What follows belongs to an exercise in optimizing a design on an open flow for small area; a production flow would make more cautious choices.
In this exercise RTL edits were held to simulation tests only and were not proved equivalent to the original.
Power and IR drop assume default switching activity.

## run A
// rgb2YCbCr
module rgb2YCbCr #(
parameter pix_per_clock = 4,
parameter data_width    = 8
)
(
input wire clk_in,
input wire reset,
input wire [(data_width*pix_per_clock*3)-1:0] rdata,
input wire rlast,
output reg rready,
input wire ruser,
input wire rvalid,
output reg [(data_width*pix_per_clock*3)-1:0] tdata,
output reg tlast,
input wire tready,
output reg tuser,
output reg tvalid
);
Size in the first run: ~410 flip-flops.
export LEC_CHECK = 0
export CAP_MARGIN = 20
export CORE_MARGIN = 2
export CORE_UTILIZATION = 60
export GPL_TIMING_DRIVEN = 0
export SLEW_MARGIN = 20
export SYNTH_HIERARCHICAL = 1
export SYNTH_MINIMUM_KEEP_SIZE = 0
create_clock -name core_clock -period 5.0 [get_ports {clk_in}]
standard.sh (not shown) runs the stock make flow with config.mk's settings and CLKGATE_MAP_FILE= SYNTH_SCRIPT=/design/flow/synth_recipe.tcl, a recipe that flattens the netlist after the stock synthesis.
==> flow/flow/run.sh <==
#!/bin/bash
# Standard layout (the standard.sh, unchanged synthesis and floorplan) with two
# knobs passed through the environment:
#  - ports are buffered with the smallest buffer (buf_1) instead of the default choice;
#  - clock tree synthesis uses clkbuf_8 on clusters of up to 20 sinks and adds no dummy loads.
set -euo pipefail
cd "$(dirname "$0")/.."
export BUFFER_PORTS_ARGS="-buffer_cell sky130_fd_sc_hd__buf_1"
export CTS_ARGS="-sink_clustering_enable -repair_clock_nets -dont_use_dummy_load -sink_clustering_size 20 -sink_clustering_max_diameter 60 -buf_list sky130_fd_sc_hd__clkbuf_8"
bash standard.sh > standard.log 2>&1
Every stage of the flow completed for run A, and the final layout passed the timing, DRC and antenna checks.
> inputs changed (run A -> run B)
Settings: clearing GPL_TIMING_DRIVEN, which used to be 0.
-- flow/flow/run.sh --
<<< run A, line 8
export BUFFER_PORTS_ARGS="-buffer_cell sky130_fd_sc_hd__buf_1"
export CTS_ARGS="-sink_clustering_enable -repair_clock_nets -dont_use_dummy_load -sink_clustering_size 20 -sink_clustering_max_diameter 60 -buf_list sky130_fd_sc_hd__clkbuf_8"
bash standard.sh > standard.log 2>&1
>>> run B, line 8
export BUFFER_PORTS_ARGS="-buffer_cell sky130_fd_sc_hd__buf_1"
export CTS_ARGS="-sink_clustering_enable -repair_clock_nets -dont_use_dummy_load -sink_clustering_size 10 -sink_clustering_max_diameter 40 -buf_list sky130_fd_sc_hd__clkbuf_4"
bash standard.sh > standard.log 2>&1
Results
- In run B, met1 routed wirelength after detailed routing is higher than in run A.
- Compared with run A, first-pass GRT wire length in run B increased slightly.
- Comparing deepest level of the CTS H-tree for run B and run A, the bigger number came from run B.
- Re total power: run B is 3.6 mW down on run A.
- Via density per instance: run B > run A
- Against run A, run B reports a area growth from synthesis to final layout that is lower.
- Relative contribution of the clock network to total power in run B is 2.4 points higher than in run A
- Side by side, fraction of final layout cells sized beyond drive strength 1 turned out lower in run B than in run A.
- The global-route track usage on met1 in run B sits 0.48 points above the value recorded for run A.
Here is what was changed in the inputs of run C compared with run B.
Settings: CORE_UTILIZATION now 40, was 60.
==> flow/flow/run.sh <==
#!/bin/bash
# Standard layout (the standard.sh, unchanged synthesis and floorplan) with two
# knobs passed through the environment:
#  - ports are buffered with the smallest buffer (buf_1) instead of the default choice;
#  - clock tree synthesis clusters more sinks per buffer and adds no dummy loads.
set -euo pipefail
cd "$(dirname "$0")/.."
export BUFFER_PORTS_ARGS="-buffer_cell sky130_fd_sc_hd__buf_1"
export CTS_ARGS="-sink_clustering_enable -repair_clock_nets -dont_use_dummy_load -sink_clustering_size 30 -buf_list sky130_fd_sc_hd__clkbuf_4"
bash standard.sh > standard.log 2>&1
--- outcome ---
Run C vs. run B: growth of design area from synthesis to finish went up by 3.4 points; area after synthesis ~0 delta; net switching power figure moved up.
On run C: final cell count is 262 higher than what run B gave.
The following lists how run D was set up differently from run C:
Settings: swapping 40 for 75 in CORE_UTILIZATION.
==> flow/flow/run.sh <==
#!/bin/bash
# Standard layout (the standard.sh, unchanged synthesis and floorplan) with two
# knobs passed through the environment:
#  - ports are buffered with the smallest buffer (buf_1) instead of the default choice;
#  - clock tree synthesis uses clkbuf_8 on clusters of up to 20 sinks and adds no dummy loads.
set -euo pipefail
cd "$(dirname "$0")/.."
export BUFFER_PORTS_ARGS="-buffer_cell sky130_fd_sc_hd__buf_1"
export CTS_ARGS="-sink_clustering_enable -repair_clock_nets -dont_use_dummy_load -sink_clustering_size 20 -sink_clustering_max_diameter 60 -buf_list sky130_fd_sc_hd__clkbuf_8"
bash standard.sh > standard.log 2>&1
Results
Routed length on met2 ended up 5.4% higher on run D than on run C.
[run D] number of H-tree branching levels fell 2 relative to run C
Power per cell area of run D falls short of that of run C slightly.
#### Input delta (run E over run D)
Settings: CORE_UTILIZATION: 75 -> 40.
==> flow/flow/run.sh <==
#!/bin/bash
# Standard layout (the standard.sh, unchanged synthesis and floorplan) with two
# knobs passed through the environment:
#  - ports are buffered with the smallest buffer (buf_1) instead of the default choice;
#  - clock tree synthesis clusters more sinks per buffer and adds no dummy loads.
set -euo pipefail
cd "$(dirname "$0")/.."
export BUFFER_PORTS_ARGS="-buffer_cell sky130_fd_sc_hd__buf_1"
export CTS_ARGS="-sink_clustering_enable -repair_clock_nets -dont_use_dummy_load -sink_clustering_size 35 -sink_clustering_max_diameter 80 -buf_list sky130_fd_sc_hd__clkbuf_16"
bash standard.sh > standard.log 2>&1
### Flow results
Run E finished end to end and its layout was clean on timing, DRC and antenna. Lower remaining max-slew budget at the tightest pin among run D and run E: run E. Row count in run E is 22 higher than in run D. Summary of run E over run D: signed area change from the synthesized netlist to the final layout +2.9 points, power in the clock group +about 23%.

[afterwards: timing with drivers on the ports]
The results above use ideal ports. As a check the final layouts listed here were re-extracted and re-timed, cells and wires unchanged. Step 1 sets driving cells, clkbuf_16 on the clock port and buf_2 on the other inputs (assumed; they add their load-dependent delay and slew). Step 2, shift: input delay + t, output delay - t, t = (earliest + latest rising clock arrival at the registers) / 2. This alone moves slack from input paths to output paths. Three values: no drivers, after step 1, after step 2; two values: the first two.
run	t, ns	setup WS [ns]	hold WS [ns]	slew at the worst register clock pin (ns)	worst slew at a driven data input, ns
run A	0.624	0.145 / 0.145 / 0.145	0.263 / 0.263 / 0.263	0.11 / 0.11	0.09
run B	0.772	0.120 / 0.120 / 0.120	0.292 / 0.292 / 0.292	0.10 / 0.10	0.11
run C	0.810	0.152 / 0.152 / 0.152	0.287 / 0.261 / 0.314	0.06 / 0.06	0.06
run D	0.613	0.141 / 0.141 / 0.141	0.294 / 0.294 / 0.294	0.11 / 0.11	0.09
run E	0.583	0.158 / 0.158 / 0.158	0.304 / 0.304 / 0.304	0.11 / 0.11	0.06
After both steps every run listed still meets setup and hold.
